Optimization exercise on an open flow, not production practice.
RTL: at most simulated, not proved equivalent.
Clock network not from TritonCTS: runs 3 to 6.
The clock port is an ideal driver here.
Power: default activity.

[design/flow/config.mk]
export PLATFORM = sky130hd
export DESIGN_NAME = sorter_top
export DESIGN_NICKNAME = sorter_top
export VERILOG_FILES = /design/flow/design.v
export SDC_FILE = /design/flow/constraint.sdc
export NUM_CORES = 4
export LEC_CHECK = 0
export CAP_MARGIN = 20
export CORE_MARGIN = 2
export CORE_UTILIZATION = 40
export SLEW_MARGIN = 20
[design/flow/constraint.sdc]
create_clock -name core_clock -period 18.0 [get_ports {clk}]
set_input_delay 3.6000 -clock core_clock [delete_from_list [all_inputs] [get_ports {clk}]]
set_output_delay 3.6000 -clock core_clock [all_outputs]
set_load 0.01 [all_outputs]
[design/flow/design.v]
module sorter_top (clk, keys, sorted, guard);
    input         clk;
    input  [63:0] keys;
    output [63:0] sorted;
    output        guard;
    reg  [63:0] kin;
    reg  [63:0] sorted;
    reg         guard;
    wire [63:0] v;
    wire        g;
    Sorter u_sorter (.clk(clk), .rst_n(1'b1), .guard(g), .value(v), .reg_0(kin));
    always @(posedge clk) begin
        kin    <= keys;
        sorted <= v;
        guard  <= g;
    end
endmodule

module Sorter (clk, rst_n, guard, value, reg_0);
input clk;
input rst_n;
output guard;
output [63:0] value;
input [63:0] reg_0;
assign guard = 1'b1;
function [14:0] therm;
  input [3:0] k;
  integer t;
  begin
    for (t = 0; t < 15; t = t + 1) therm[t] = (k > t);
  end
endfunction
function [3:0] bin;
  input [14:0] g;
  begin
    bin[3] = g[7];
    bin[2] = g[11] | (g[3] & ~g[7]);
    bin[1] = g[13] | (g[9] & ~g[11]) | (g[5] & ~g[7]) | (g[1] & ~g[3]);
    bin[0] = g[14] | (g[12] & ~g[13]) | (g[10] & ~g[11]) | (g[8] & ~g[9]) | (g[6] & ~g[7]) | (g[4] & ~g[5]) | (g[2] & ~g[3]) | (g[0] & ~g[1]);
  end
endfunction
wire [14:0] s0_0 = therm(reg_0[3:0]);
wire [14:0] s0_1 = therm(reg_0[7:4]);
wire [14:0] s0_2 = therm(reg_0[11:8]);
wire [14:0] s0_3 = therm(reg_0[15:12]);
wire [14:0] s0_4 = therm(reg_0[19:16]);
wire [14:0] s0_5 = therm(reg_0[23:20]);
wire [14:0] s0_6 = therm(reg_0[27:24]);
wire [14:0] s0_7 = therm(reg_0[31:28]);
wire [14:0] s0_8 = therm(reg_0[35:32]);
wire [14:0] s0_9 = therm(reg_0[39:36]);
wire [14:0] s0_10 = therm(reg_0[43:40]);
wire [14:0] s0_11 = therm(reg_0[47:44]);
wire [14:0] s0_12 = therm(reg_0[51:48]);
wire [14:0] s0_13 = therm(reg_0[55:52]);
wire [14:0] s0_14 = therm(reg_0[59:56]);
wire [14:0] s0_15 = therm(reg_0[63:60]);
wire [14:0] s1_0 = s0_0 & s0_13;
wire [14:0] s1_13 = s0_0 | s0_13;
wire [14:0] s1_1 = s0_1 & s0_12;
wire [14:0] s1_12 = s0_1 | s0_12;
wire [14:0] s1_2 = s0_2 & s0_15;
wire [14:0] s1_15 = s0_2 | s0_15;
wire [14:0] s1_3 = s0_3 & s0_14;
wire [14:0] s1_14 = s0_3 | s0_14;
wire [14:0] s1_4 = s0_4 & s0_8;
wire [14:0] s1_8 = s0_4 | s0_8;
wire [14:0] s1_5 = s0_5 & s0_6;
wire [14:0] s1_6 = s0_5 | s0_6;
wire [14:0] s1_7 = s0_7 & s0_11;
wire [14:0] s1_11 = s0_7 | s0_11;
wire [14:0] s1_9 = s0_9 & s0_10;
wire [14:0] s1_10 = s0_9 | s0_10;
wire [14:0] s2_0 = s1_0 & s1_5;
wire [14:0] s2_5 = s1_0 | s1_5;
wire [14:0] s2_1 = s1_1 & s1_7;
wire [14:0] s2_7 = s1_1 | s1_7;
wire [14:0] s2_2 = s1_2 & s1_9;
wire [14:0] s2_9 = s1_2 | s1_9;
wire [14:0] s2_3 = s1_3 & s1_4;
wire [14:0] s2_4 = s1_3 | s1_4;
wire [14:0] s2_6 = s1_6 & s1_13;
wire [14:0] s2_13 = s1_6 | s1_13;
wire [14:0] s2_8 = s1_8 & s1_14;
wire [14:0] s2_14 = s1_8 | s1_14;
wire [14:0] s2_10 = s1_10 & s1_15;
wire [14:0] s2_15 = s1_10 | s1_15;
wire [14:0] s2_11 = s1_11 & s1_12;
wire [14:0] s2_12 = s1_11 | s1_12;
wire [14:0] s3_0 = s2_0 & s2_1;
wire [14:0] s3_1 = s2_0 | s2_1;
wire [14:0] s3_2 = s2_2 & s2_3;
wire [14:0] s3_3 = s2_2 | s2_3;
wire [14:0] s3_4 = s2_4 & s2_5;
wire [14:0] s3_5 = s2_4 | s2_5;
wire [14:0] s3_6 = s2_6 & s2_8;
wire [14:0] s3_8 = s2_6 | s2_8;
wire [14:0] s3_7 = s2_7 & s2_9;
wire [14:0] s3_9 = s2_7 | s2_9;
wire [14:0] s3_10 = s2_10 & s2_11;
wire [14:0] s3_11 = s2_10 | s2_11;
wire [14:0] s3_12 = s2_12 & s2_13;
wire [14:0] s3_13 = s2_12 | s2_13;
wire [14:0] s3_14 = s2_14 & s2_15;
wire [14:0] s3_15 = s2_14 | s2_15;
wire [14:0] s4_0 = s3_0 & s3_2;
wire [14:0] s4_2 = s3_0 | s3_2;
wire [14:0] s4_1 = s3_1 & s3_3;
wire [14:0] s4_3 = s3_1 | s3_3;
wire [14:0] s4_4 = s3_4 & s3_10;
wire [14:0] s4_10 = s3_4 | s3_10;
wire [14:0] s4_5 = s3_5 & s3_11;
wire [14:0] s4_11 = s3_5 | s3_11;
wire [14:0] s4_6 = s3_6 & s3_7;
wire [14:0] s4_7 = s3_6 | s3_7;
wire [14:0] s4_8 = s3_8 & s3_9;
wire [14:0] s4_9 = s3_8 | s3_9;
wire [14:0] s4_12 = s3_12 & s3_14;
wire [14:0] s4_14 = s3_12 | s3_14;
wire [14:0] s4_13 = s3_13 & s3_15;
wire [14:0] s4_15 = s3_13 | s3_15;
wire [14:0] s5_1 = s4_1 & s4_2;
wire [14:0] s5_2 = s4_1 | s4_2;
wire [14:0] s5_3 = s4_3 & s4_12;
wire [14:0] s5_12 = s4_3 | s4_12;
wire [14:0] s5_4 = s4_4 & s4_6;
wire [14:0] s5_6 = s4_4 | s4_6;
wire [14:0] s5_5 = s4_5 & s4_7;
wire [14:0] s5_7 = s4_5 | s4_7;
wire [14:0] s5_8 = s4_8 & s4_10;
wire [14:0] s5_10 = s4_8 | s4_10;
wire [14:0] s5_9 = s4_9 & s4_11;
wire [14:0] s5_11 = s4_9 | s4_11;
wire [14:0] s5_13 = s4_13 & s4_14;
wire [14:0] s5_14 = s4_13 | s4_14;
wire [14:0] s6_1 = s5_1 & s5_4;
wire [14:0] s6_4 = s5_1 | s5_4;
wire [14:0] s6_2 = s5_2 & s5_6;
wire [14:0] s6_6 = s5_2 | s5_6;
wire [14:0] s6_5 = s5_5 & s5_8;
wire [14:0] s6_8 = s5_5 | s5_8;
wire [14:0] s6_7 = s5_7 & s5_10;
wire [14:0] s6_10 = s5_7 | s5_10;
wire [14:0] s6_9 = s5_9 & s5_13;
wire [14:0] s6_13 = s5_9 | s5_13;
wire [14:0] s6_11 = s5_11 & s5_14;
wire [14:0] s6_14 = s5_11 | s5_14;
wire [14:0] s7_2 = s6_2 & s6_4;
wire [14:0] s7_4 = s6_2 | s6_4;
wire [14:0] s7_3 = s5_3 & s6_6;
wire [14:0] s7_6 = s5_3 | s6_6;
wire [14:0] s7_9 = s6_9 & s5_12;
wire [14:0] s7_12 = s6_9 | s5_12;
wire [14:0] s7_11 = s6_11 & s6_13;
wire [14:0] s7_13 = s6_11 | s6_13;
wire [14:0] s8_3 = s7_3 & s6_5;
wire [14:0] s8_5 = s7_3 | s6_5;
wire [14:0] s8_6 = s7_6 & s6_8;
wire [14:0] s8_8 = s7_6 | s6_8;
wire [14:0] s8_7 = s6_7 & s7_9;
wire [14:0] s8_9 = s6_7 | s7_9;
wire [14:0] s8_10 = s6_10 & s7_12;
wire [14:0] s8_12 = s6_10 | s7_12;
wire [14:0] s9_3 = s8_3 & s7_4;
wire [14:0] s9_4 = s8_3 | s7_4;
wire [14:0] s9_5 = s8_5 & s8_6;
wire [14:0] s9_6 = s8_5 | s8_6;
wire [14:0] s9_7 = s8_7 & s8_8;
wire [14:0] s9_8 = s8_7 | s8_8;
wire [14:0] s9_9 = s8_9 & s8_10;
wire [14:0] s9_10 = s8_9 | s8_10;
wire [14:0] s9_11 = s7_11 & s8_12;
wire [14:0] s9_12 = s7_11 | s8_12;
wire [14:0] s10_6 = s9_6 & s9_7;
wire [14:0] s10_7 = s9_6 | s9_7;
wire [14:0] s10_8 = s9_8 & s9_9;
wire [14:0] s10_9 = s9_8 | s9_9;
assign value[63:60] = bin(s4_0);
assign value[59:56] = bin(s6_1);
assign value[55:52] = bin(s7_2);
assign value[51:48] = bin(s9_3);
assign value[47:44] = bin(s9_4);
assign value[43:40] = bin(s9_5);
assign value[39:36] = bin(s10_6);
assign value[35:32] = bin(s10_7);
assign value[31:28] = bin(s10_8);
assign value[27:24] = bin(s10_9);
assign value[23:20] = bin(s9_10);
assign value[19:16] = bin(s9_11);
assign value[15:12] = bin(s9_12);
assign value[11:8] = bin(s7_13);
assign value[7:4] = bin(s6_14);
assign value[3:0] = bin(s4_15);
endmodule
[design/flow/run.sh]
#!/bin/bash
# synth_recipe.tcl (not shown) runs the flow's synth.tcl, then flattens the netlist and writes it again
# the make line also repeats each setting of config.mk as NAME=value (left out here)
make -C /OpenROAD-flow-scripts/flow DESIGN_CONFIG=/design/flow/config.mk WORK_HOME=/design/flow/orfs CLKGATE_MAP_FILE= SYNTH_SCRIPT=/design/flow/synth_recipe.tcl finish
==> impl_summary.log, run 1 <==
[metrics] Clock Tree Buf Depth: 2
[metrics] crit start category: flop
[metrics] result of the run: timing/DRC/antenna clean
[metrics] upper clock frequency limit: just over 0.2 GHz
[metrics] Synth top area share: around 17%
[metrics] part of the total power dissipated in sequential elements: 28.4%
[metrics] via count: roughly 21,000
[metrics] Total Power Consumption: around 1.2 mW
[metrics] die outline height: between 150 and 200 µm
[metrics] gpl congestion: around 1.1
[metrics] area of combinational cells with multiple inputs: around 12,000 µm²
[metrics] number of vias per cell after detailed routing: 7.81
[metrics] Largest stage delay, worst path: ~530 ps
[metrics] area of the core: around 37,000 µm²
[metrics] gate count of the mapped netlist: 2,126
[metrics] Max-cap violations: 0
[metrics] number of H-tree branching levels: 4
[metrics] initial antenna violation count: 6
[metrics] part of the total power dissipated in combinational logic: between 40% and 50%
[metrics] min-delay worst type: flop to flop
[metrics] top-level I/O count: 130
[metrics] Power Internal: about 720 µW
[metrics] CTS buffer count: 17
[metrics] number of cells after detailed placement: 2,649
[metrics] worst path bufs/invs: 1
[metrics] Syn Area/Cell: 6.95 µm²
[metrics] cell leakage power: 5.55 nW
[metrics] source of the worst register-to-register timing path: kin[59]
[metrics] post-synth net total: 2,191
[metrics] fraction of synthesis flops using an asynchronous set or reset pin: 0%
[metrics] # clock sinks: approximately 130
[metrics] violation count after the first detailed-routing iteration: 3,749
[metrics] clock network power share: between 20 and 30%
[metrics] final setup violation count: 0
[metrics] worst slack, placed: about 14,000 ps
[metrics] cell type with the largest total area after synthesis: dfxtp_1
[metrics] count of cells resized by post-cts repair: 0
[metrics] # Post-CTS Setup Buffers: 0
[metrics] Critical Path End Type: output pin
[metrics] share of total power consumed by net switching: ~41%
[metrics] crit path from: sorted[5]
[metrics] register-to-register path setup slack: around 13,000 ps
[metrics] transition time at the pin with the least slew margin: roughly 1200 ps
[metrics] fraction of final layout cells with drive strength greater than 1: a little under 8%
[metrics] kind of cell with the highest combined delay on the critical path: buffers and inverters
[metrics] shortest period the worst path allows: roughly 4900 ps
[metrics] WP depth: 1
[metrics] TritonCTS clock tree: done
[metrics] count of final max-slew check failures: 0
[metrics] number of non-filler instances in the completed layout: between 2,000 and 3,000
[metrics] post-route DRC violation count: 0
[metrics] Sequential Area: between 2000 and 3000 µm²
[metrics] number of cell instances on the worst register-to-register path: 10
[metrics] final cycle utilization of the critical path: 27.3%
[metrics] endpoint of the lowest-slack register-to-register path: sorted[24]
[metrics] count of filler cells inserted in the layout: 3,701
[metrics] commonest register cell after synthesis: dfxtp_1
[metrics] EDFF count, synth: 0
[metrics] power density relative to cell area: roughly 70 nW/µm²
[metrics] largest net degree at the start of global routing: 29
[metrics] register clock-pin slew on the reported worst setup and hold paths: approximately 70 ps
[metrics] total number of nets in the final design: approximately 2,300
[metrics] ranking of synthesized cells by instance count: 186 x nor2_1, 177 x nand2_1, 159 x nand4_1
[metrics] drt wl/cell: about 34 µm
[metrics] Pre-antenna DRT Iters: 10
[metrics] post-layout worst setup margin: roughly 13,000 ps
[metrics] setup tns final: 0 ps
[metrics] Max FO, Critical Path: 1
[metrics] end point of the critical path: sorted[5]
[metrics] buffer cell driving the clock tree root: clkbuf_16
[metrics] area grow syn2layout: 15.9%
[metrics] Antenna Nets Post-Route: 0
[metrics] required time reported for the critical path endpoint: between 10,000 and 15,000 ps
[metrics] number of global-route vias before repair: between 15,000 and 20,000
[metrics] clock insertion delay at the later pin of the skew report: 470 ps
[metrics] combined global-route utilization of all metal layers: between 40% and 50%
[metrics] cell area after synthesis: around 15,000 µm²
[metrics] Slowest cell on crit path: clkdlybuf4s50_1
[metrics] grt ovf: 0
[metrics] worst setup path class: flop to output pin
[metrics] top cells by area, synth: dfxtp_1 17%, a22oi_1 7.3%, nand4_1 6.7%, o22ai_1 6.6%, nor4_1 5.8%
[metrics] DIE AREA: roughly 38,000 µm²
[metrics] final core utilization: ~47%
[metrics] switching power: between 500 and 600 µW
[metrics] number of hold buffers added after CTS: 0
[metrics] total length of routed wires: 90,700 µm
[metrics] data arrival time at the worst-slack endpoint: ~1300 ps
[metrics] flip-flop and latch count after synthesis: around 130
[metrics] RSZ-0062 raised after global routing: no
[metrics] number of library cell types mapped by synthesis: 87
[metrics] part of the Yosys area used for sequential elements: about 17%
[metrics] Critical Path, Cell by Cell: clkdlybuf4s50_1
[metrics] Max-slew headroom: 16.9%
[metrics] Buffers on Ports: approximately 130
[metrics] floorplan die width: about 200 µm
[metrics] Max rail drop VDD: approximately 0.0001 V
[metrics] floorplan row count: 70
[metrics] warnings from Yosys: 2
[metrics] most common cell in the netlist: nor2_1
[metrics] hold violation count in the final report: 0
[metrics] Detailed Place HPWL: slightly below 70,000 µm
[metrics] wire length of the first global-routing pass: between 100,000 and 150,000 µm
[metrics] initial core utilization: about 40%
[metrics] clock skew after layout: 24.2 ps
[per-stage QoR]
stage | instance area (µm²) | hold WS [ps]
after global placement | 16500 | 939
final | 17100 | 980
after floorplan | 14800 | 745
after detailed placement | 16500 | 932
after global routing | 17100 | 979
after CTS | 17100 | 940
[cell type report]
| type | instances | area share (%) |
|---|---|---|
| inverter | 24 | 0.526 |
| timing repair buffer | 190 | 10.2 |
| tap | 468 | 3.42 |
| sequential | 128 | 15.0 |
| multi-input combinational | 1839 | 67.3 |
| antenna | 5 | 0.0731 |
| clock buffer | 20 | 2.73 |
| clock inverter | 11 | 0.767 |
[power groups by stage]
stage / logic (mW) / clock network (mW) / registers, mW
finish: 0.516 / 0.359 / 0.347
detailed placement: 0.486 / 0 / 0.352
global route: 0.534 / 0.374 / 0.350
CTS: 0.488 / 0.362 / 0.345
global placement: 0.483 / 0 / 0.350
floorplan: 0.258 / 0 / 0.360
[per-layer routing]
metal / GRT usage [%] / share of wire [%] / wire length (µm) / vias to the layer above
met4: 34.1 / 10 / 9080 / 10
met5: 0 / 0.19 / 172 / -
met1: 53.8 / 35 / 32100 / 9668
met2: 67.0 / 40 / 35900 / 1849
met3: 18.4 / 15 / 13500 / 536
li1: - / - / - / 8914
[sequential cells by signal, indices dropped and copies added (netlist names)]
name    cells
kin        64
sorted     64
[logic make-up (layout without fill, tap and decap cells)]
logic type | after synthesis | in the layout | synth area share, %
compound gates | 849 | 849 | 39.8
fa+ha+maj | 42 | 42 | 2.85
buf+inv | 159 | 245 | 5.06
flops | 128 | 128 | 17.3
other cells | 1 | 6 | 0.0254
simple gates | 947 | 947 | 34.9
[placed cells by master (no fill, tap or decap), types with 27 or more instances in the layout]
master	count
clkdlybuf4s50_1	128
a21oi_1	89
nand4_1	159
o31ai_1	27
nor2_1	186
nor4_1	132
o211ai_1	49
a211oi_1	45
nor3_1	65
buf_4	62
nand2_1	177
a21o_1	29
maj3_1	41
o21ai_0	96
nand3_1	67
o21a_1	33
a31oi_1	38
dfxtp_1	125
o22ai_1	155
a22oi_1	144
[worst min path at each step]
| stage | start | endpoint | slack, ps | cells after the start |
|---|---|---|---|---|
| after floorplan | kin[23] | sorted[3] | 750 | 4 |
| after global placement | kin[19] | sorted[63] | 940 | 4 |
| after detailed placement | kin[19] | sorted[63] | 930 | 4 |
| after CTS | kin[19] | sorted[63] | 940 | 4 |
| after global routing | kin[19] | sorted[63] | 980 | 4 |
| final | kin[19] | sorted[63] | 980 | 4 |
==> run 2, diff against run 1 <==
==> design/flow/flow/run.sh (new file) <==
#!/bin/bash
# Own layout flow: the standard ORFS flow, except that synthesis maps the logic with an
# area-oriented ABC script (flow/area.abc) and ports are buffered with buf_1.
set -euo pipefail
W=$(pwd)
F=$W/flow
cat > $W/own_synth.tcl <<TCL
proc abc {args} {
  set i [lsearch -exact \$args -script]
  if {\$i >= 0} { lset args [expr {\$i + 1}] $F/area.abc }
  yosys abc {*}\$args
}
source $W/synth_recipe.tcl
TCL
bash standard.sh SYNTH_SCRIPT=$W/own_synth.tcl synth > $W/own_synth.log 2>&1
bash standard.sh "BUFFER_PORTS_ARGS=-buffer_cell sky130_fd_sc_hd__buf_1" > $W/own_layout.log 2>&1
==> design/flow/flow/area.abc (new file) <==
strash
&get -n
&fraig -x
&put
scorr
dc2
dretime
strash
&get -n
&dch -f
&nf
&put
==> design/flow/standard.sh (new file) <==
#!/bin/bash
# synth_recipe.tcl (not shown) runs the flow's synth.tcl, then flattens the netlist and writes it again
# the make line also repeats each setting of config.mk as NAME=value (left out here)
make -C /OpenROAD-flow-scripts/flow DESIGN_CONFIG=/design/flow/config.mk WORK_HOME=/design/flow/orfs CLKGATE_MAP_FILE= SYNTH_SCRIPT=/design/flow/synth_recipe.tcl "${@:-finish}"
removed: design/flow/run.sh
==> run 2 against run 1 <==
Against the previous run: register-to-register slack gained 380 ps; sequential share of layout area grew 4.6 points; die area shrank 23%; clock skew shrank 10 ps; cell area shrank 24%; global-route usage grew 0.37 points; still clean; non-clock buffer count shrank 33; cell count shrank 19%; critical path depth is the same; count of clock-buffer cells in the layout shrank 3; synthesized area shrank 23%; sequential power grew 4%.
==> impl_summary.log, run 2 <==
[metrics] Pre-antenna DRT Iters: 10 (unchanged)
[metrics] area of the core: 27,800 µm² (was 36,500 µm²)
[metrics] # Post-CTS Setup Buffers: 0 (unchanged)
[metrics] clock skew after layout: 13.7 ps (was 24.2 ps)
[metrics] CTS buffer count: 17 (unchanged)
[metrics] Largest stage delay, worst path: 320 ps (was 530 ps)
[metrics] wire length of the first global-routing pass: 96,300 µm (was 127,000 µm)
[metrics] Clock Tree Buf Depth: 2 (unchanged)
[metrics] Max-slew headroom: 17.6% (was 16.9%)
[metrics] initial core utilization: 40.7% (was 40.4%)
[metrics] post-route DRC violation count: 0 (unchanged)
[metrics] top cells by area, synth: dfxtp_1 23%, a22oi_1 9.9%, nand4_1 8.8%, nor4_1 8.4%, o22ai_1 8.0% (was dfxtp_1 17%, a22oi_1 7.3%, nand4_1 6.7%, o22ai_1 6.6%, nor4_1 5.8%)
[metrics] DIE AREA: 29,600 µm² (was 38,500 µm²)
[metrics] combined global-route utilization of all metal layers: 46.2% (was 45.8%)
[metrics] setup tns final: 0 ps (unchanged)
[metrics] data arrival time at the worst-slack endpoint: 920 ps (was 1320 ps)
[metrics] via count: 17,088 (was 20,977)
[metrics] result of the run: timing/DRC/antenna clean (unchanged)
[metrics] EDFF count, synth: 0 (unchanged)
[metrics] count of final max-slew check failures: 0 (unchanged)
[metrics] Critical Path End Type: output pin (unchanged)
[metrics] count of cells resized by post-cts repair: 0 (unchanged)
[metrics] Buffers on Ports: 128 (unchanged)
[metrics] post-layout worst setup margin: 13,480 ps (was 13,080 ps)
[metrics] die outline height: 172 µm (was 196 µm)
[metrics] hold path startpoint: kin[7] (was kin[19])
[metrics] floorplan row count: 61 (was 70)
[metrics] cell type with the largest total area after synthesis: dfxtp_1 (unchanged)
[metrics] clock insertion delay at the later pin of the skew report: 450 ps (was 470 ps)
[metrics] power density relative to cell area: 82.3 nW/µm² (was 71.4 nW/µm²)
[metrics] most common cell in the netlist: nand4_1 (was nor2_1)
[metrics] final cycle utilization of the critical path: 25.1% (was 27.3%)
[metrics] largest net degree at the start of global routing: 23 (was 29)
[metrics] gpl congestion: 1.15 (was 1.07)
[metrics] total length of routed wires: 70,000 µm (was 90,700 µm)
[metrics] ranking of synthesized cells by instance count: 159 x nand4_1, 151 x nor4_1, 149 x a22oi_1 (was 186 x nor2_1, 177 x nand2_1, 159 x nand4_1)
[metrics] transition time at the pin with the least slew margin: 1230 ps (was 1240 ps)
[metrics] Max rail drop VDD: 0.0000912 V (was 0.0000988 V)
[metrics] Hold Path Cell Cnt: 4 (unchanged)
[metrics] worst slack, placed: 13,950 ps (was 13,550 ps)
[metrics] Max FO, Critical Path: 1 (unchanged)
[metrics] most common cell after layout, fill and taps aside: nand4_1 (was nor2_1)
[metrics] cell leakage power: 3.84 nW (was 5.55 nW)
[metrics] number of vias per cell after detailed routing: 7.89 (was 7.81)
[metrics] top-level I/O count: 130 (unchanged)
[metrics] Critical Path, Cell by Cell: buf_1 (was clkdlybuf4s50_1)
[metrics] count of filler cells inserted in the layout: 2,946 (was 3,701)
[metrics] crit start category: flop (unchanged)
[metrics] number of library cell types mapped by synthesis: 51 (was 87)
[metrics] buffer cell driving the clock tree root: clkbuf_16 (unchanged)
[metrics] number of global-route vias before repair: 14,352 (was 18,406)
[metrics] upper clock frequency limit: 0.221 GHz (was 0.203 GHz)
[metrics] cell area after synthesis: 11,300 µm² (was 14,800 µm²)
[metrics] shortest period the worst path allows: 4520 ps (was 4920 ps)
[metrics] kind of cell with the highest combined delay on the critical path: flip-flops (was buffers and inverters)
[metrics] commonest register cell after synthesis: dfxtp_1 (unchanged)
[metrics] number of cell instances on the worst register-to-register path: 9 (was 10)
[metrics] required time reported for the critical path endpoint: 14,400 ps (about the same)
[metrics] destination of the worst hold path: sorted[63] (unchanged)
[metrics] number of H-tree branching levels: 4 (unchanged)
[metrics] number of hold buffers added after CTS: 0 (unchanged)
[metrics] gate count of the mapped netlist: 1,598 (was 2,126)
[metrics] part of the Yosys area used for sequential elements: 22.7% (was 17.3%)
[metrics] register clock-pin slew on the reported worst setup and hold paths: 70 ps (about the same)
[metrics] floorplan die width: 172 µm (was 196 µm)
[metrics] hold violation count in the final report: 0 (unchanged)
[metrics] # clock sinks: 128 (unchanged)
[metrics] worst setup path class: flop to output pin (unchanged)
[metrics] endpoint of the lowest-slack register-to-register path: sorted[32] (was sorted[24])
[metrics] initial antenna violation count: 2 (was 6)
[metrics] register-to-register path setup slack: 13,580 ps (was 13,200 ps)
[metrics] fraction of synthesis flops using an asynchronous set or reset pin: 0% (unchanged)
[metrics] warnings from Yosys: 2 (unchanged)
[metrics] final setup violation count: 0 (unchanged)
[metrics] Max-cap violations: 0 (unchanged)
[metrics] Antenna Nets Post-Route: 0 (unchanged)
[metrics] area grow syn2layout: 15.4% (was 15.9%)
[metrics] most frequent cells in the layout: 159 x nand4_1, 151 x nor4_1, 149 x a22oi_1 (was 186 x nor2_1, 177 x nand2_1, 159 x nand4_1)
[metrics] drt wl/cell: 32.3 µm (was 33.8 µm)
[metrics] fraction of final layout cells with drive strength greater than 1: 3.42% (was 7.69%)
[metrics] post-synth net total: 1,663 (was 2,191)
[metrics] total number of nets in the final design: 1,838 (was 2,265)
[metrics] grt ovf: 0 (unchanged)
[metrics] largest registers ranked by flip-flop count: kin: 64 flops, sorted: 64 flops (unchanged)
[metrics] flip-flop and latch count after synthesis: 128 (unchanged)
[metrics] TritonCTS clock tree: done (unchanged)
[metrics] worst-case hold slack: 1010 ps (was 980 ps)
[metrics] RSZ-0062 raised after global routing: no (unchanged)
[metrics] Detailed Place HPWL: 50,900 µm (was 67,600 µm)
[metrics] Syn Area/Cell: 7.08 µm² (was 6.95 µm²)
[metrics] source of the worst register-to-register timing path: kin[10] (was kin[59])
[metrics] worst path bufs/invs: 1 (unchanged)
[metrics] Synth top area share: 22.7% (was 17.3%)
[metrics] final core utilization: 47.0% (was 46.9%)
[metrics] min-delay worst type: flop to flop (unchanged)
[metrics] violation count after the first detailed-routing iteration: 3,082 (was 3,749)
[metrics] Total Power Consumption: 1.07 mW (was 1.22 mW)
[metrics] Slowest cell on crit path: dfxtp_1 (was clkdlybuf4s50_1)
[run 2: changes by cell type after synthesis, moves of 25 or more]
cell | before | now
o21ai_0 | 96 | 70
clkbuf_1 | 33 | 0
maj3_1 | 41 | 0
nand2_1 | 177 | 139
buf_2 | 79 | 0
nor2_1 | 186 | 129
o211ai_1 | 49 | 74
[run 2: cells by family after synthesis]
| kind of cell | share of synthesized area (%) |
|---|---|
| AO/OA/AOI/OAI | 40.7 |
| buffers and inverters | 0.265 |
| other | 0.0332 |
| flip-flops | 22.7 |
| AND/OR/NAND/NOR | 36.3 |
[run 2: layout make-up]
type                            count  area [µm²]  area share, %
Multi-Input combinational cell   1463        8720           66.8
Tap cell                          378         473           3.62
Inverter                            6        22.5          0.172
Clock buffer                       17         425           3.26
Timing Repair Buffer              157         698           5.35
Clock inverter                     15         151           1.16
Antenna cell                        2        5.00         0.0383
Sequential cell                   128        2560           19.6
[run 2: metrics by stage]
step	cells	area (µm²)
final	2166	13100
after global routing	2164	13100
after CTS	2164	13100
after detailed placement	2132	12500
after global placement	2132	12500
after floorplan	1598	11300
[run 2: worst max path at each step]
stage | from | to | slack (ps) | depth (start not counted)
after detailed placement | sorted[7] | sorted[7] | 13950 | 1
after global placement | sorted[10] | sorted[10] | 13970 | 1
after CTS | sorted[7] | sorted[7] | 13480 | 1
after global routing | kin[10] | sorted[32] | 13410 | 8
final | sorted[7] | sorted[7] | 13480 | 1
after floorplan | sorted[0] | sorted[0] | 14070 | 0
[run 2: power breakdown]
group | total, mW | leakage [nW] | internal, mW | switching [mW]
registers | 0.362 | 1.07 | 0.325 | 0.0373
clock network | 0.353 | 0.273 | 0.195 | 0.158
logic | 0.360 | 2.50 | 0.104 | 0.255
[run 2: per-layer routing]
metal  GRT usage [%]  routed length [µm]  vias to the layer above
met5            1.57                  13                        -
met4            27.2                6010                        2
met3            22.5               12200                      465
met2            64.7               26600                     1572
met1            56.7               25200                     7783
li1                -                   -                     7266
==> run 3, diff against run 2 <==
==> design/flow/flow/run.sh (replaced) <==
#!/bin/bash
# Own layout flow: the standard ORFS flow (standard.sh), except that
#  - synthesis maps the logic with an area-oriented ABC script (flow/area.abc);
#  - ports are buffered with buf_1;
#  - the clock tree is one level of four clkbuf_16 (flow/own_cts.tcl) instead of TritonCTS.
set -euo pipefail
W=$(pwd)
F=$W/flow
cat > $W/own_synth.tcl <<TCL
proc abc {args} {
  set i [lsearch -exact \$args -script]
  if {\$i >= 0} { lset args [expr {\$i + 1}] $F/area.abc }
  yosys abc {*}\$args
}
source $W/synth_recipe.tcl
TCL
bash standard.sh SYNTH_SCRIPT=$W/own_synth.tcl synth > $W/own_synth.log 2>&1
bash standard.sh "BUFFER_PORTS_ARGS=-buffer_cell sky130_fd_sc_hd__buf_1" "PRE_CTS_TCL=$F/own_cts.tcl" > $W/own_layout.log 2>&1
==> design/flow/flow/own_cts.tcl (new file) <==
# Sourced by ORFS's cts.tcl (PRE_CTS_TCL). Replaces TritonCTS with a one-level clock tree:
# the clock port drives four clkbuf_16, each driving a quarter of the flip-flops, grouped
# by location so that the four groups have equal loads and short wires.
proc own_clock_tree {nb} {
  set db [ord::get_db]
  set block [ord::get_db_block]
  set clknet [$block findNet clk]
  set master [$db findMaster sky130_fd_sc_hd__clkbuf_16]
  set sinks {}
  foreach it [$clknet getITerms] {
    set inst [$it getInst]
    set loc [$inst getLocation]
    lappend sinks [list $it [lindex $loc 0] [lindex $loc 1]]
  }
  # split by x into halves, then each half by y into nb/2 groups
  set sinks [lsort -integer -index 1 $sinks]
  set n [llength $sinks]
  set half [expr {$n / 2}]
  set groups {}
  foreach part [list [lrange $sinks 0 [expr {$half - 1}]] [lrange $sinks $half end]] {
    set part [lsort -integer -index 2 $part]
    set m [llength $part]
    set k [expr {$nb / 2}]
    for {set g 0} {$g < $k} {incr g} {
      lappend groups [lrange $part [expr {$g * $m / $k}] [expr {($g + 1) * $m / $k - 1}]]
    }
  }
  set i 0
  foreach grp $groups {
    set sx 0; set sy 0
    foreach s $grp { incr sx [lindex $s 1]; incr sy [lindex $s 2] }
    set cx [expr {$sx / [llength $grp]}]; set cy [expr {$sy / [llength $grp]}]
    set buf [odb::dbInst_create $block $master clkbuf_own_$i]
    set net [odb::dbNet_create $block clknet_own_$i]
    $net setSigType CLOCK
    [$buf findITerm A] connect $clknet
    [$buf findITerm X] connect $net
    foreach s $grp { set it [lindex $s 0]; $it disconnect; $it connect $net }
    $buf setLocation $cx $cy
    $buf setPlacementStatus PLACED
    incr i
  }
}

proc clock_tree_synthesis {args} {
  own_clock_tree 4
  set_propagated_clock [all_clocks]
}
==> run 3 against run 2 <==
Against the previous run: worst hold slack improved by 2.5 ps; combinational power about the same; largest power group unchanged; sequential cell count unchanged; utilization is 1.7 points lower; critical path type is now flop to flop; die area stayed put.
==> impl_summary.log, run 3 <==
[metrics] result of the run: timing/DRC/antenna clean (unchanged)
[metrics] shortest period the worst path allows: 4530 ps (was 4520 ps)
[metrics] most common cell in the netlist: nand4_1 (unchanged)
[metrics] fraction of synthesis flops using an asynchronous set or reset pin: 0% (unchanged)
[metrics] EDFF count, synth: 0 (unchanged)
[metrics] initial antenna violation count: 2 (unchanged)
[metrics] final cycle utilization of the critical path: 25.1% (about the same)
[metrics] number of global-route vias before repair: 14,158 (was 14,352)
[metrics] post-synthesis share of cell area spent on full adders, half adders and majority gates: 0% (unchanged)
[metrics] RSZ-0062 raised after global routing: no (unchanged)
[metrics] clock insertion delay at the later pin of the skew report: 190 ps (was 450 ps)
[metrics] Max-slew headroom: 21.6% (was 17.6%)
[metrics] share of the synthesized netlist area taken by xor and xnor gates: 0% (unchanged)
[metrics] final setup violation count: 0 (unchanged)
[metrics] hold violation count in the final report: 0 (unchanged)
[metrics] min-delay worst type: flop to flop (unchanged)
[metrics] count of cells resized by post-cts repair: 0 (unchanged)
[metrics] mux share of post-synthesis cell area: 0% (unchanged)
[metrics] drt wl/cell: 32.2 µm (was 32.3 µm)
[metrics] top cells by area, synth: dfxtp_1 23%, a22oi_1 9.9%, nand4_1 8.8%, nor4_1 8.4%, o22ai_1 8.0% (unchanged)
[metrics] worst-case hold slack: 1020 ps (was 1010 ps)
[metrics] violation count after the first detailed-routing iteration: 3,013 (was 3,082)
[metrics] cell type with the largest total area after synthesis: dfxtp_1 (unchanged)
[metrics] Pre-antenna DRT Iters: 10 (unchanged)
[metrics] worst setup path class: flop to flop (was flop to output pin)
[metrics] gpl congestion: 1.15 (unchanged)
[metrics] Antenna Nets Post-Route: 0 (unchanged)
[metrics] DIE AREA: 29,600 µm² (unchanged)
[metrics] final core utilization: 45.3% (was 47.0%)
[metrics] post-synth net total: 1,663 (unchanged)
[metrics] Detailed Place HPWL: 50,900 µm (unchanged)
[metrics] gate count of the mapped netlist: 1,598 (unchanged)
[metrics] part of the Yosys area used for sequential elements: 22.7% (unchanged)
[metrics] initial core utilization: 40.7% (unchanged)
[metrics] floorplan die width: 172 µm (unchanged)
[metrics] crit start category: flop (unchanged)
[metrics] required time reported for the critical path endpoint: 18,030 ps (was 14,400 ps)
[metrics] main combinational cell family by area after synthesis: compound AO/OA/AOI/OAI gates (unchanged)
[metrics] top-level I/O count: 130 (unchanged)
[metrics] simple-gate portion of the synthesized area: 36.3% (unchanged)
[metrics] register clock-pin slew on the reported worst setup and hold paths: 120 ps (was 70 ps)
[metrics] flip-flop and latch count after synthesis: 128 (unchanged)
[metrics] number of cells after detailed placement: 2,132 (unchanged)
[metrics] upper clock frequency limit: 0.221 GHz (about the same)
[metrics] number of vias per cell after detailed routing: 7.87 (was 7.89)
[metrics] number of library cell types mapped by synthesis: 51 (unchanged)
[metrics] most common cell after layout, fill and taps aside: nand4_1 (unchanged)
[metrics] Buffers on Ports: 128 (unchanged)
[metrics] count of final max-slew check failures: 0 (unchanged)
[metrics] Compound-Gate Fraction of Synth Area: 40.7% (unchanged)
[metrics] wire length of the first global-routing pass: 94,800 µm (was 96,300 µm)
[metrics] largest net degree at the start of global routing: 33 (was 23)
[metrics] Critical Path End Type: flop (was output pin)
[metrics] Max FO, Critical Path: 16 (was 1)
[metrics] Total Power Consumption: 832 µW (was 1.07 mW)
[metrics] clock skew after layout: 22.8 ps (was 13.7 ps)
[metrics] ranking of synthesized cells by instance count: 159 x nand4_1, 151 x nor4_1, 149 x a22oi_1 (unchanged)
[metrics] cell area after synthesis: 11,300 µm² (unchanged)
[metrics] area of the core: 27,800 µm² (unchanged)
[metrics] cell leakage power: 3.62 nW (was 3.84 nW)
[metrics] power density relative to cell area: 66.1 nW/µm² (was 82.3 nW/µm²)
[metrics] worst slack, placed: 13,950 ps (unchanged)
[metrics] # Post-CTS Setup Buffers: 0 (unchanged)
[metrics] largest registers ranked by flip-flop count: kin: 64 flops, sorted: 64 flops (unchanged)
[metrics] via count: 16,846 (was 17,088)
[metrics] post-layout worst setup margin: 13,470 ps (was 13,480 ps)
[metrics] data arrival time at the worst-slack endpoint: 4550 ps (was 920 ps)
[metrics] area grow syn2layout: 11.3% (was 15.4%)
[metrics] total length of routed wires: 69,000 µm (was 70,000 µm)
[metrics] grt ovf: 0 (unchanged)
[metrics] number of hold buffers added after CTS: 0 (unchanged)
[metrics] Placed Area: 12,500 µm² (unchanged)
[metrics] count of filler cells inserted in the layout: 2,976 (was 2,946)
[metrics] warnings from Yosys: 2 (unchanged)
[metrics] commonest register cell after synthesis: dfxtp_1 (unchanged)
[metrics] Synth top area share: 22.7% (unchanged)
[metrics] Max-cap violations: 0 (unchanged)
[metrics] transition time at the pin with the least slew margin: 1160 ps (was 1230 ps)
[metrics] Syn Area/Cell: 7.08 µm² (unchanged)
[metrics] Max rail drop VDD: 0.0000743 V (was 0.0000912 V)
[metrics] number of non-filler instances in the completed layout: 2,141 (was 2,166)
[metrics] most frequent cells in the layout: 159 x nand4_1, 151 x nor4_1, 149 x a22oi_1 (unchanged)
[metrics] die outline height: 172 µm (unchanged)
[metrics] post-route DRC violation count: 0 (unchanged)
[metrics] setup tns final: 0 ps (unchanged)
[metrics] fraction of final layout cells with drive strength greater than 1: 1.88% (was 3.42%)
[metrics] fin area: 12,600 µm² (was 13,100 µm²)
[metrics] combined global-route utilization of all metal layers: 44.8% (was 46.2%)
[metrics] total number of nets in the final design: 1,825 (was 1,838)
[metrics] floorplan row count: 61 (unchanged)
run 3: cell type report:
| class | count | area [µm²] | share of cell area [%] |
|---|---|---|---|
| Antenna cell | 5 | 12.5 | 0.0994 |
| Buffer | 4 | 100 | 0.795 |
| Inverter | 6 | 22.5 | 0.179 |
| Multi-Input combinational cell | 1463 | 8720 | 69.3 |
| Sequential cell | 128 | 2560 | 20.4 |
| Tap cell | 378 | 473 | 3.76 |
| Timing Repair Buffer | 157 | 698 | 5.55 |
run 3: worst paths after layout:
path	start	end	slack (ps)	cells after the start
worst max-delay path	kin[30]	sorted[56]	13470	7
worst min register to register	kin[7]	sorted[63]	1020	4
worst min-delay path	kin[7]	sorted[63]	1020	4
worst max register to register	kin[30]	sorted[56]	13470	7
run 3: logic make-up (layout without fill, tap and decap cells):
family	Yosys count	count (layout)
buffers and inverters	7	167
AND/OR/NAND/NOR	784	784
AO/OA/AOI/OAI	678	678
other	1	6
flip-flops	128	128
run 3: power breakdown:
part / switching, mW / internal, mW
sequential: 0.0364 / 0.324
combinational: 0.254 / 0.104
clock: 0.0712 / 0.0416
run 3: per-layer routing:
layer  GRT usage [%]  share of wire (%)  wire [µm]
met1            56.1                 36      25100
met2            63.6                 38      26400
met3            19.9                 17      11600
met4            25.3                8.5       5860
met5           0.696                  0          0
run 3: worst max-delay path, cell delays in order, from the launching register on:
cell and delay (ps):
dfxtp_1 1070, a21oi_1 310, nor4_1 640, a22oi_1 270, nor4_1 1030, nor3_1 180
a21oi_1 630, nand4b_1 230
==> run 4, diff against run 3 <==
--- a/design/flow/flow/run.sh
+++ b/design/flow/flow/run.sh
@@ -16,3 +16,3 @@
 TCL
 bash standard.sh SYNTH_SCRIPT=$W/own_synth.tcl synth > $W/own_synth.log 2>&1
-bash standard.sh "BUFFER_PORTS_ARGS=-buffer_cell sky130_fd_sc_hd__buf_1" "PRE_CTS_TCL=$F/own_cts.tcl" > $W/own_layout.log 2>&1
+bash standard.sh "BUFFER_PORTS_ARGS=-buffer_cell sky130_fd_sc_hd__buf_1" "PRE_CTS_TCL=$F/own_cts.tcl" SETUP_SLACK_MARGIN=13.8 > $W/own_layout.log 2>&1
==> run 4 against run 3 <==
Against the previous run: largest power group is now combinational cells; worst hold slack improved by 7.8 ps; register-to-register slack improved by 230 ps; critical endpoint unchanged; worst setup slack improved by 230 ps; die area unchanged; sequential share of layout area about the same; cell area increased by 2.0%; global-route usage about the same; power increased by 3.1%; synthesized cell count unchanged; fmax increased by 5.3%; sequential power increased by 1%.
==> impl_summary.log, run 4 <==
[metrics] area of combinational cells with multiple inputs: 8720 µm² (unchanged)
[metrics] ranking of synthesized cells by instance count: 159 x nand4_1, 151 x nor4_1, 149 x a22oi_1 (unchanged)
[metrics] post-route DRC violation count: 0 (unchanged)
[metrics] hold violation count in the final report: 0 (unchanged)
[metrics] grt ovf: 0 (unchanged)
[metrics] Max-cap violations: 0 (unchanged)
[metrics] register clock-pin slew on the reported worst setup and hold paths: 120 ps (about the same)
[metrics] combined global-route utilization of all metal layers: 44.9% (was 44.8%)
[metrics] most common cell in the netlist: nand4_1 (unchanged)
[metrics] final setup violation count: 0 (unchanged)
[metrics] initial antenna violation count: 2 (unchanged)
[metrics] count of filler cells inserted in the layout: 2,960 (was 2,976)
[metrics] top cells by area, synth: dfxtp_1 23%, a22oi_1 9.9%, nand4_1 8.8%, nor4_1 8.4%, o22ai_1 8.0% (unchanged)
[metrics] power density relative to cell area: 66.8 nW/µm² (was 66.1 nW/µm²)
[metrics] final cycle utilization of the critical path: 23.9% (was 25.1%)
[metrics] die outline height: 172 µm (unchanged)
[metrics] required time reported for the critical path endpoint: 18,030 ps (about the same)
[metrics] via count: 16,829 (was 16,846)
[metrics] RSZ-0062 raised after global routing: yes (was no)
[metrics] initial core utilization: 40.7% (unchanged)
[metrics] cell area after synthesis: 11,300 µm² (unchanged)
[metrics] most frequent cells in the layout: 159 x nand4_1, 151 x nor4_1, 149 x a22oi_1 (unchanged)
[metrics] gate count of the mapped netlist: 1,598 (unchanged)
[metrics] min-delay worst type: flop to flop (unchanged)
[metrics] Max rail drop VDD: 0.0000742 V (was 0.0000743 V)
[metrics] Sequential Area: 2610 µm² (was 2560 µm²)
[metrics] drt wl/cell: 32.3 µm (was 32.2 µm)
[metrics] final core utilization: 46.2% (was 45.3%)
[metrics] Total Power Consumption: 858 µW (was 832 µW)
[metrics] total length of routed wires: 69,200 µm (was 69,000 µm)
[metrics] number of hold buffers added after CTS: 0 (unchanged)
[metrics] upper clock frequency limit: 0.233 GHz (was 0.221 GHz)
[metrics] cell leakage power: 3.84 nW (was 3.62 nW)
[metrics] data arrival time at the worst-slack endpoint: 4320 ps (was 4550 ps)
[metrics] transition time at the pin with the least slew margin: 1140 ps (was 1160 ps)
[metrics] Critical Path End Type: flop (unchanged)
[metrics] floorplan row count: 61 (unchanged)
[metrics] largest registers ranked by flip-flop count: kin: 64 flops, sorted: 64 flops (unchanged)
[metrics] Max-slew headroom: 23.3% (was 21.6%)
[metrics] Placed Area: 12,500 µm² (unchanged)
[metrics] floorplan die width: 172 µm (unchanged)
[metrics] result of the run: timing/DRC/antenna clean (unchanged)
[metrics] post-synth net total: 1,663 (unchanged)
[metrics] Buffers on Ports: 128 (unchanged)
[metrics] fraction of final layout cells with drive strength greater than 1: 7.74% (was 1.88%)
[metrics] crit start category: flop (unchanged)
[metrics] area of the core: 27,800 µm² (unchanged)
[metrics] commonest register cell after synthesis: dfxtp_1 (unchanged)
[metrics] cell type with the largest total area after synthesis: dfxtp_1 (unchanged)
[metrics] fin area: 12,800 µm² (was 12,600 µm²)
[metrics] part of the Yosys area used for sequential elements: 22.7% (unchanged)
[metrics] most common cell after layout, fill and taps aside: nand4_1 (unchanged)
[metrics] fraction of synthesis flops using an asynchronous set or reset pin: 0% (unchanged)
[metrics] Antenna Nets Post-Route: 0 (unchanged)
[metrics] number of global-route vias before repair: 14,157 (was 14,158)
[metrics] wire length of the first global-routing pass: 94,900 µm (was 94,800 µm)
[metrics] setup tns final: 0 ps (unchanged)
[metrics] Synth top area share: 22.7% (unchanged)
[metrics] largest net degree at the start of global routing: 33 (unchanged)
[metrics] EDFF count, synth: 0 (unchanged)
[metrics] number of vias per cell after detailed routing: 7.86 (was 7.87)
[metrics] top-level I/O count: 130 (unchanged)
[metrics] shortest period the worst path allows: 4300 ps (was 4530 ps)
[metrics] flip-flop and latch count after synthesis: 128 (unchanged)
[metrics] # Post-CTS Setup Buffers: 0 (unchanged)
[metrics] total number of nets in the final design: 1,825 (unchanged)
[metrics] number of library cell types mapped by synthesis: 51 (unchanged)
[metrics] area grow syn2layout: 13.5% (was 11.3%)
[metrics] clock insertion delay at the later pin of the skew report: 190 ps (about the same)
[metrics] warnings from Yosys: 2 (unchanged)
[metrics] DIE AREA: 29,600 µm² (unchanged)
[metrics] Max FO, Critical Path: 12 (was 16)
[metrics] clock skew after layout: 20.7 ps (was 22.8 ps)
[metrics] Detailed Place HPWL: 50,900 µm (unchanged)
[metrics] count of final max-slew check failures: 0 (unchanged)
[metrics] gpl congestion: 1.15 (unchanged)
[metrics] Syn Area/Cell: 7.08 µm² (unchanged)
[metrics] violation count after the first detailed-routing iteration: 3,228 (was 3,013)
[metrics] worst setup path class: flop to flop (unchanged)
[metrics] Pre-antenna DRT Iters: 10 (unchanged)
## run 4: cell counts after synthesis
No cell type changed its count.
## run 4: cells by family after synthesis
kind of cell	Yosys count	synth area share, %
flip-flops	128	22.7
AND/OR/NAND/NOR	784	36.3
buffers and inverters	7	0.265
AO/OA/AOI/OAI	678	40.7
other	1	0.0332
## run 4: area by class of cell
cell class	count	share of cell area (%)
diodes	5	0.0974
plain buffers	4	0.779
inverters	6	0.175
multi-input cells	1463	67.9
flip-flops and latches	128	20.3
well taps	378	3.68
repair buffers	157	7.03
## run 4: final timing paths
| check | start | to | slack (ps) | cells after the start |
|---|---|---|---|---|
| setup reg to reg | kin[17] | sorted[56] | 13700 | 7 |
| hold reg to reg | kin[3] | sorted[63] | 1020 | 4 |
| setup / recovery | kin[17] | sorted[56] | 13700 | 7 |
| hold / removal | kin[3] | sorted[63] | 1020 | 4 |
## run 4: where the power goes
part | switching (mW) | leakage, nW | internal [mW] | total (mW)
Sequential | 0.0383 | 1.07 | 0.327 | 0.365
Clock | 0.0712 | 0.0493 | 0.0416 | 0.113
Combinational | 0.255 | 2.72 | 0.124 | 0.380
## run 4: repair_timing
item | 4_1_cts | 5_1_grt
gates cloned | 0 | 0
endpoints found under the hold margin | 0 | 0
setup endpoints to repair | 64 | 67
gates resized for setup | 64 | 60
## run 4: worst max-delay path, stage by stage (launching register included)
cell and delay, ps:
dfxtp_1 970, a21oi_1 260, nor4_1 640, o22ai_1 290, nor4_1 950, nor3_1 180, a21oi_1 610, nand4b_1 240
## run 4: metrics by stage
| step | hold WS (ps) | cells | setup WS, ps |
|---|---|---|---|
| floorplan | 782 | 1598 | 14070 |
| global placement | 967 | 2132 | 13970 |
| detailed placement | 977 | 2132 | 13950 |
| CTS | 980 | 2136 | 13760 |
| global route | 1040 | 2136 | 13720 |
| finish | 1020 | 2141 | 13700 |
## run 4: routing by layer
layer | up-vias | GRT usage [%] | wire length, µm
met5 | - | 0.696 | 0
met4 | 0 | 25.3 | 5920
met3 | 452 | 19.9 | 11700
met2 | 1565 | 63.6 | 26400
met1 | 7593 | 56.1 | 25100
li1 | 7219 | - | -
==> run 5, diff against run 4 <==
==> design/flow/flow/run.sh (replaced) <==
#!/bin/bash
# Own layout flow: the standard ORFS flow (standard.sh), except that
#  - synthesis maps the logic with an area-oriented ABC script (flow/area.abc);
#  - ports are buffered with buf_1;
#  - the clock tree is two levels (4 clkbuf_8, then 8 clkbuf_16) (flow/own_cts.tcl) instead of TritonCTS.
set -euo pipefail
W=$(pwd)
F=$W/flow
cat > $W/own_synth.tcl <<TCL
proc abc {args} {
  set i [lsearch -exact \$args -script]
  if {\$i >= 0} { lset args [expr {\$i + 1}] $F/area.abc }
  yosys abc {*}\$args
}
source $W/synth_recipe.tcl
TCL
bash standard.sh SYNTH_SCRIPT=$W/own_synth.tcl synth > $W/own_synth.log 2>&1
bash standard.sh "BUFFER_PORTS_ARGS=-buffer_cell sky130_fd_sc_hd__buf_1" "PRE_CTS_TCL=$F/own_cts.tcl" SETUP_SLACK_MARGIN=13.9 > $W/own_layout.log 2>&1
==> design/flow/flow/own_cts.tcl (replaced) <==
# Sourced by ORFS's cts.tcl (PRE_CTS_TCL). Replaces TritonCTS with a balanced two-level clock
# tree: the clock port drives four clkbuf_8, each of which drives two clkbuf_16, each of which
# drives one eighth of the flip-flops (16), grouped by location.

# Split items {obj x y} into n groups of equal size: halves by x, then each half by y.
proc own_split {items n} {
  set items [lsort -integer -index 1 $items]
  set m [llength $items]
  set h [expr {$m / 2}]
  set k [expr {$n / 2}]
  set groups {}
  foreach part [list [lrange $items 0 [expr {$h - 1}]] [lrange $items $h end]] {
    set part [lsort -integer -index 2 $part]
    set p [llength $part]
    for {set g 0} {$g < $k} {incr g} {
      lappend groups [lrange $part [expr {$g * $p / $k}] [expr {($g + 1) * $p / $k - 1}]]
    }
  }
  return $groups
}

proc own_centroid {grp} {
  set sx 0; set sy 0
  foreach s $grp { incr sx [lindex $s 1]; incr sy [lindex $s 2] }
  return [list [expr {$sx / [llength $grp]}] [expr {$sy / [llength $grp]}]]
}

# Create a buffer of master at (x, y) driving a new net; its input joins net in.
proc own_buffer {name master in x y} {
  set block [ord::get_db_block]
  set buf [odb::dbInst_create $block $master $name]
  set net [odb::dbNet_create $block net_$name]
  $net setSigType CLOCK
  [$buf findITerm A] connect $in
  [$buf findITerm X] connect $net
  $buf setLocation $x $y
  $buf setPlacementStatus PLACED
  return $net
}

proc own_clock_tree {} {
  set db [ord::get_db]
  set block [ord::get_db_block]
  set clknet [$block findNet clk]
  set leafm [$db findMaster sky130_fd_sc_hd__clkbuf_16]
  set rootm [$db findMaster sky130_fd_sc_hd__clkbuf_8]
  set sinks {}
  foreach it [$clknet getITerms] {
    set loc [[$it getInst] getLocation]
    lappend sinks [list $it [lindex $loc 0] [lindex $loc 1]]
  }
  # Eight leaf groups: x halves, each cut into four by y; consecutive pairs share a root.
  set leaves [own_split $sinks 8]
  for {set r 0} {$r < 4} {incr r} {
    set pair [lrange $leaves [expr {2 * $r}] [expr {2 * $r + 1}]]
    set c0 [own_centroid [lindex $pair 0]]
    set c1 [own_centroid [lindex $pair 1]]
    set rx [expr {([lindex $c0 0] + [lindex $c1 0]) / 2}]
    set ry [expr {([lindex $c0 1] + [lindex $c1 1]) / 2}]
    set rnet [own_buffer clkroot_own_$r $rootm $clknet $rx $ry]
    foreach grp $pair c [list $c0 $c1] l {0 1} {
      set lnet [own_buffer clkleaf_own_${r}_$l $leafm $rnet [lindex $c 0] [lindex $c 1]]
      foreach s $grp { set it [lindex $s 0]; $it disconnect; $it connect $lnet }
    }
  }
}

proc clock_tree_synthesis {args} {
  own_clock_tree
  set_propagated_clock [all_clocks]
}
--- a/design/flow/config.mk
+++ b/design/flow/config.mk
@@ -8,4 +8,4 @@
 export CAP_MARGIN = 20
 export CORE_MARGIN = 2
-export CORE_UTILIZATION = 40
+export CORE_UTILIZATION = 50
 export SLEW_MARGIN = 20
==> run 5 against run 4 <==
Against the previous run: die area shrank 20%; critical path depth shrank 6; via count grew 0.48%; fmax shrank 1.4%; cell area shrank 1.2%; synthesized cell count is the same; utilization grew 10 points; sequential cell count is the same; clock skew grew 25 ps; synthesized area is the same; wire length shrank 8.6%; largest power group is now registers; register-to-register slack gained 97 ps.
==> impl_summary.log, run 5 <==
[metrics] result of the run: timing/DRC/antenna clean (unchanged)
[metrics] wire length of the first global-routing pass: 89,100 µm (was 94,900 µm)
[metrics] hold violation count in the final report: 0 (unchanged)
[metrics] part of the Yosys area used for sequential elements: 22.7% (unchanged)
[metrics] cell type with the largest total area after synthesis: dfxtp_1 (unchanged)
[metrics] gate count of the mapped netlist: 1,598 (unchanged)
[metrics] fraction of final layout cells with drive strength greater than 1: 6.68% (was 7.74%)
[metrics] source of the worst register-to-register timing path: kin[34] (was kin[17])
[metrics] number of global-route vias before repair: 14,264 (was 14,157)
[metrics] Max-cap violations: 0 (unchanged)
[metrics] warnings from Yosys: 2 (unchanged)
[metrics] required time reported for the critical path endpoint: 14,400 ps (was 18,030 ps)
[metrics] Syn Area/Cell: 7.08 µm² (unchanged)
[metrics] kind of cell with the highest combined delay on the critical path: flip-flops (was simple AND/OR/NAND/NOR gates)
[metrics] final setup violation count: 0 (unchanged)
[metrics] number of hold buffers added after CTS: 0 (unchanged)
[metrics] worst setup path class: flop to output pin (was flop to flop)
[metrics] diode insertion count for antenna repair: 0 (was 5)
[metrics] Max-slew headroom: 17.8% (was 23.3%)
[metrics] final cycle utilization of the critical path: 24.2% (was 23.9%)
[metrics] cell area after synthesis: 11,300 µm² (unchanged)
[metrics] Largest stage delay, worst path: 350 ps (was 970 ps)
[metrics] DIE AREA: 23,800 µm² (was 29,600 µm²)
[metrics] number of cell instances on the worst register-to-register path: 9 (was 7)
[metrics] Pre-antenna DRT Iters: 10 (unchanged)
[metrics] Max FO, Critical Path: 1 (was 12)
[metrics] # Post-CTS Setup Buffers: 0 (unchanged)
[metrics] count of final max-slew check failures: 0 (unchanged)
[metrics] Buffers on Ports: 128 (unchanged)
[metrics] flip-flop and latch count after synthesis: 128 (unchanged)
[metrics] upper clock frequency limit: 0.229 GHz (was 0.233 GHz)
[metrics] total length of routed wires: 63,200 µm (was 69,200 µm)
[metrics] combined global-route utilization of all metal layers: 50.1% (was 44.9%)
[metrics] largest net degree at the start of global routing: 23 (was 33)
[metrics] fraction of synthesis flops using an asynchronous set or reset pin: 0% (unchanged)
[metrics] grt ovf: 0 (unchanged)
[metrics] cell leakage power: 3.82 nW (was 3.84 nW)
[metrics] area of the core: 22,400 µm² (was 27,800 µm²)
[metrics] initial antenna violation count: 3 (was 2)
[metrics] ranking of synthesized cells by instance count: 159 x nand4_1, 151 x nor4_1, 149 x a22oi_1 (unchanged)
[metrics] Max rail drop VDD: 0.0000900 V (was 0.0000742 V)
[metrics] final core utilization: 56.6% (was 46.2%)
[metrics] violation count after the first detailed-routing iteration: 3,482 (was 3,228)
[metrics] Slowest cell on crit path: dfxtp_2 (was dfxtp_1)
[metrics] EDFF count, synth: 0 (unchanged)
[metrics] total number of nets in the final design: 1,819 (was 1,825)
[metrics] data arrival time at the worst-slack endpoint: 760 ps (was 4320 ps)
[metrics] initial core utilization: 50.4% (was 40.7%)
[metrics] clock skew after layout: 45.3 ps (was 20.7 ps)
[metrics] post-route DRC violation count: 0 (unchanged)
[metrics] floorplan row count: 55 (was 61)
[metrics] Critical Path End Type: output pin (was flop)
[metrics] destination of the worst hold path: sorted[63] (unchanged)
[metrics] drt wl/cell: 31.0 µm (was 32.3 µm)
[metrics] area grow syn2layout: 12.2% (was 13.5%)
[metrics] shortest period the worst path allows: 4360 ps (was 4300 ps)
[metrics] Antenna Nets Post-Route: 0 (unchanged)
[metrics] register-to-register path setup slack: 13,800 ps (was 13,700 ps)
[metrics] die outline height: 154 µm (was 172 µm)
[metrics] most common cell in the netlist: nand4_1 (unchanged)
[metrics] gpl congestion: 1.19 (was 1.15)
[metrics] power density relative to cell area: 72.6 nW/µm² (was 66.8 nW/µm²)
[metrics] largest registers ranked by flip-flop count: kin: 64 flops, sorted: 64 flops (unchanged)
[metrics] post-synth net total: 1,663 (unchanged)
[metrics] most common cell after layout, fill and taps aside: nand4_1 (unchanged)
[metrics] crit start category: flop (unchanged)
[metrics] number of cells after detailed placement: 2,025 (was 2,132)
[metrics] most frequent cells in the layout: 159 x nand4_1, 149 x a22oi_1, 147 x nor4_1 (was 159 x nand4_1, 151 x nor4_1, 149 x a22oi_1)
[metrics] Synth top area share: 22.7% (unchanged)
[metrics] Detailed Place HPWL: 47,000 µm (was 50,900 µm)
[metrics] endpoint of the lowest-slack register-to-register path: sorted[28] (was sorted[56])
[metrics] transition time at the pin with the least slew margin: 1220 ps (was 1140 ps)
[metrics] setup tns final: 0 ps (unchanged)
[metrics] clock insertion delay at the later pin of the skew report: 310 ps (was 190 ps)
[metrics] top cells by area, synth: dfxtp_1 23%, a22oi_1 9.9%, nand4_1 8.8%, nor4_1 8.4%, o22ai_1 8.0% (unchanged)
[metrics] number of library cell types mapped by synthesis: 51 (unchanged)
[metrics] top-level I/O count: 130 (unchanged)
[metrics] hold path startpoint: kin[3] (unchanged)
[metrics] min-delay worst type: flop to flop (unchanged)
[metrics] register clock-pin slew on the reported worst setup and hold paths: 80 ps (was 120 ps)
[metrics] worst path bufs/invs: 1 (was 0)
[metrics] number of non-filler instances in the completed layout: 2,037 (was 2,141)
[metrics] number of vias per cell after detailed routing: 8.30 (was 7.86)
[metrics] Hold Path Cell Cnt: 4 (unchanged)
[metrics] commonest register cell after synthesis: dfxtp_1 (unchanged)
[metrics] RSZ-0062 raised after global routing: yes (unchanged)
[metrics] Critical Path, Cell by Cell: buf_6 (was a21oi_1 > nor4_1 > o22ai_1 > nor4_1 > nor3_1 > a21oi_1 > nand4b_1)
[metrics] via count: 16,909 (was 16,829)
[metrics] floorplan die width: 154 µm (was 172 µm)
==> run 5: worst max-delay path by stage <==
stage	startpoint	to	slack, ps	cells past startpoint
global placement	sorted[44]	sorted[44]	13900	1
detailed placement	sorted[44]	sorted[44]	13910	1
finish	sorted[44]	sorted[44]	13640	1
floorplan	sorted[0]	sorted[0]	14070	0
global route	sorted[4]	sorted[4]	13630	1
CTS	sorted[44]	sorted[44]	13650	1
==> run 5: layer usage <==
layer,vias to the layer above,GRT usage [%],part of all wire (%)
met5,-,0,0.076
met1,7545,62.5,35
li1,7200,-,-
met3,490,24.1,18
met2,1666,68.2,36
met4,8,33.0,9.9
==> run 5: power breakdown <==
group / total (mW) / leakage [nW] / internal, mW / switching, mW
combinational: 0.354 / 2.62 / 0.117 / 0.236
clock: 0.194 / 0.127 / 0.0993 / 0.0951
sequential: 0.374 / 1.07 / 0.326 / 0.0477
total: 0.921 / 3.82 / 0.542 / 0.379
==> run 5: repair_timing <==
| item | CTS | global route |
|---|---|---|
| gates resized for setup | 66 | 30 |
| gates cloned | 0 | 0 |
| setup endpoints to repair | 64 | 72 |
| pin swaps | 0 | 0 |
==> run 5: metrics by stage <==
step | worst slack [ps] | cell area [µm²] | power, mW | hold slack (ps)
final | 13640 | 12700 | 0.921 | 997
after global routing | 13630 | 12700 | 0.947 | 985
after CTS | 13650 | 12600 | 0.885 | 952
after detailed placement | 13910 | 12300 | 0.687 | 961
after global placement | 13900 | 12300 | 0.682 | 943
after floorplan | 14070 | 11300 | 0.561 | 782
==> run 5: cell families (layout without fill, tap and decap cells) <==
logic type      after synthesis  count (layout)  share of synthesized area, %
simple gates                784             784                          36.3
compound gates              678             678                          40.7
flops                       128             128                          22.7
buf+inv                       7             161                         0.265
other cells                   1               1                        0.0332
==> run 5: worst min-delay path: cells and delay by family (launching register included) <==
family / cells / cell delay [ps]
simple gates: 2 / 250
buf+inv: 2 / 400
flops: 1 / 300
==> run 5: area by class of cell <==
cell class / count / area, µm²
inverter: 6 / 22.5
buffer: 12 / 255
timing repair buffer: 143 / 723
multi-input combinational: 1463 / 8740
sequential: 128 / 2590
tap: 285 / 357
fill: 2217 / 9740
==> run 6, diff against run 5 <==
--- a/design/flow/flow/run.sh
+++ b/design/flow/flow/run.sh
@@ -3,5 +3,5 @@
 #  - synthesis maps the logic with an area-oriented ABC script (flow/area.abc);
 #  - ports are buffered with buf_1;
-#  - the clock tree is two levels (4 clkbuf_8, then 8 clkbuf_16) (flow/own_cts.tcl) instead of TritonCTS.
+#  - the clock tree is two levels (4 clkbuf_16, then 8 clkbuf_16) (flow/own_cts.tcl) instead of TritonCTS.
 set -euo pipefail
 W=$(pwd)
--- a/design/flow/flow/own_cts.tcl
+++ b/design/flow/flow/own_cts.tcl
@@ -1,4 +1,4 @@
 # Sourced by ORFS's cts.tcl (PRE_CTS_TCL). Replaces TritonCTS with a balanced two-level clock
-# tree: the clock port drives four clkbuf_8, each of which drives two clkbuf_16, each of which
+# tree: the clock port drives four clkbuf_16, each of which drives two more clkbuf_16, each of which
 # drives one eighth of the flip-flops (16), grouped by location.
 
@@ -44,5 +44,5 @@
   set clknet [$block findNet clk]
   set leafm [$db findMaster sky130_fd_sc_hd__clkbuf_16]
-  set rootm [$db findMaster sky130_fd_sc_hd__clkbuf_8]
+  set rootm [$db findMaster sky130_fd_sc_hd__clkbuf_16]
   set sinks {}
   foreach it [$clknet getITerms] {
--- a/design/flow/config.mk
+++ b/design/flow/config.mk
@@ -8,4 +8,4 @@
 export CAP_MARGIN = 20
 export CORE_MARGIN = 2
-export CORE_UTILIZATION = 50
+export CORE_UTILIZATION = 55
 export SLEW_MARGIN = 20
==> run 6 against run 5 <==
Against the previous run: global-route usage rose by 3.4 points; still clean; worst setup slack improved by 28 ps; first-iteration DRC count rose by 11%; worst hold slack got worse by 24 ps; critical path type unchanged; critical path depth did not move.
==> impl_summary.log, run 6 <==
[metrics] area grow syn2layout: 14.3% (was 12.2%)
[metrics] initial core utilization: 55.9% (was 50.4%)
[metrics] Max-slew headroom: 10.3% (was 17.8%)
[metrics] worst path bufs/invs: 1 (unchanged)
[metrics] power density relative to cell area: 72.9 nW/µm² (was 72.6 nW/µm²)
[metrics] # Post-CTS Setup Buffers: 0 (unchanged)
[metrics] largest registers ranked by flip-flop count: kin: 64 flops, sorted: 64 flops (unchanged)
[metrics] most frequent cells in the layout: 159 x nand4_1, 149 x a22oi_1, 144 x o22ai_1 (was 159 x nand4_1, 149 x a22oi_1, 147 x nor4_1)
[metrics] result of the run: timing/DRC/antenna clean (unchanged)
[metrics] violation count after the first detailed-routing iteration: 3,877 (was 3,482)
[metrics] Largest stage delay, worst path: 330 ps (was 350 ps)
[metrics] wire length of the first global-routing pass: 88,200 µm (was 89,100 µm)
[metrics] cell type with the largest total area after synthesis: dfxtp_1 (unchanged)
[metrics] Max rail drop VDD: 0.0000939 V (was 0.0000900 V)
[metrics] number of hold buffers added after CTS: 0 (unchanged)
[metrics] warnings from Yosys: 2 (unchanged)
[metrics] hold path startpoint: kin[7] (was kin[3])
[metrics] RSZ-0062 raised after global routing: yes (unchanged)
[metrics] number of cell instances on the worst register-to-register path: 9 (unchanged)
[metrics] fin area: 12,900 µm² (was 12,700 µm²)
[metrics] endpoint of the lowest-slack register-to-register path: sorted[16] (was sorted[28])
[metrics] die outline height: 147 µm (was 154 µm)
[metrics] register-to-register path setup slack: 13,690 ps (was 13,800 ps)
[metrics] Detailed Place HPWL: 45,400 µm (was 47,000 µm)
[metrics] Total Power Consumption: 942 µW (was 921 µW)
[metrics] part of the Yosys area used for sequential elements: 22.7% (unchanged)
[metrics] Slowest cell on crit path: dfxtp_2 (unchanged)
[metrics] most common cell in the netlist: nand4_1 (unchanged)
[metrics] Antenna Nets Post-Route: 0 (unchanged)
[metrics] total number of nets in the final design: 1,835 (was 1,819)
[metrics] total length of routed wires: 61,800 µm (was 63,200 µm)
[metrics] post-route DRC violation count: 0 (unchanged)
[metrics] clock insertion delay at the later pin of the skew report: 290 ps (was 310 ps)
[metrics] number of library cell types mapped by synthesis: 51 (unchanged)
[metrics] combined global-route utilization of all metal layers: 53.5% (was 50.1%)
[metrics] worst slack, placed: 13,940 ps (was 13,910 ps)
[metrics] required time reported for the critical path endpoint: 14,400 ps (about the same)
[metrics] grt ovf: 0 (unchanged)
[metrics] top-level I/O count: 130 (unchanged)
[metrics] floorplan die width: 147 µm (was 154 µm)
[metrics] flip-flop and latch count after synthesis: 128 (unchanged)
[metrics] fraction of synthesis flops using an asynchronous set or reset pin: 0% (unchanged)
[metrics] Hold Path Cell Cnt: 4 (unchanged)
[metrics] transition time at the pin with the least slew margin: 1330 ps (was 1220 ps)
[metrics] EDFF count, synth: 0 (unchanged)
[metrics] Max-cap violations: 0 (unchanged)
[metrics] Placed Area: 12,400 µm² (was 12,300 µm²)
[metrics] kind of cell with the highest combined delay on the critical path: flip-flops (unchanged)
[metrics] number of global-route vias before repair: 14,859 (was 14,264)
run 6: cell types whose count changed in the layout (fill, tap and decap cells not counted), moves of 4 or more:
cell and change:
nor4_2 +5, clkbuf_8 -4, buf_2 -8, buf_4 +16, clkbuf_16 +4, buf_6 +8
nor4_1 -5
run 6: worst max-delay path by stage:
stage,startpoint,end,slack (ps),cells after the start
3_3_place_gp,sorted[11],sorted[11],13960,1
5_1_grt,sorted[9],sorted[9],13660,1
3_5_place_dp,sorted[13],sorted[13],13940,1
2_1_floorplan,sorted[0],sorted[0],14070,0
6_report,sorted[4],sorted[4],13670,1
4_1_cts,sorted[4],sorted[4],13670,1
run 6: logic make-up (layout without fill, tap and decap cells):
logic type / Yosys count / in the layout / synth area share (%)
buffers and inverters: 7 / 177 / 0.265
and+or+nand+nor: 784 / 784 / 36.3
other: 1 / 2 / 0.0332
DFF: 128 / 128 / 22.7
AOI/OAI and AO/OA: 678 / 678 / 40.7
run 6: per-stage QoR:
| stage | hold WS [ps] | cells |
|---|---|---|
| 4_1_cts | 938 | 2038 |
| 2_1_floorplan | 782 | 1598 |
| 5_1_grt | 1020 | 2038 |
| 3_5_place_dp | 964 | 2026 |
| 6_report | 972 | 2039 |
| 3_3_place_gp | 948 | 2026 |
run 6: power breakdown:
group | internal, mW | switching (mW) | total, mW
sequential | 0.326 | 0.0321 | 0.358
combinational | 0.122 | 0.247 | 0.370
clock | 0.119 | 0.0956 | 0.214
total | 0.567 | 0.375 | 0.942
run 6: final cells by class:
cell class                 instances  area (µm²)
multi-input combinational       1463        8780
fill                            1884        7310
sequential                       128        2590
timing repair buffer             159         893
tap                              270         338
buffer                            12         300
inverter                           6        22.5
antenna                            1        2.50
run 6: per-layer routing:
layer	vias to the layer above	wire length, µm	GRT usage [%]
met2	1791	22600	73.2
met4	6	6670	36.0
li1	7233	-	-
met5	-	116	0.909
met3	600	11900	28.1
met1	7693	20500	64.6
run 6: what timing repair did:
item / CTS / global route
endpoints found under the hold margin: 0 / 0
endpoints found under the setup margin: 64 / 70
pin swaps: 0 / 0
resized for setup: 74 / 40
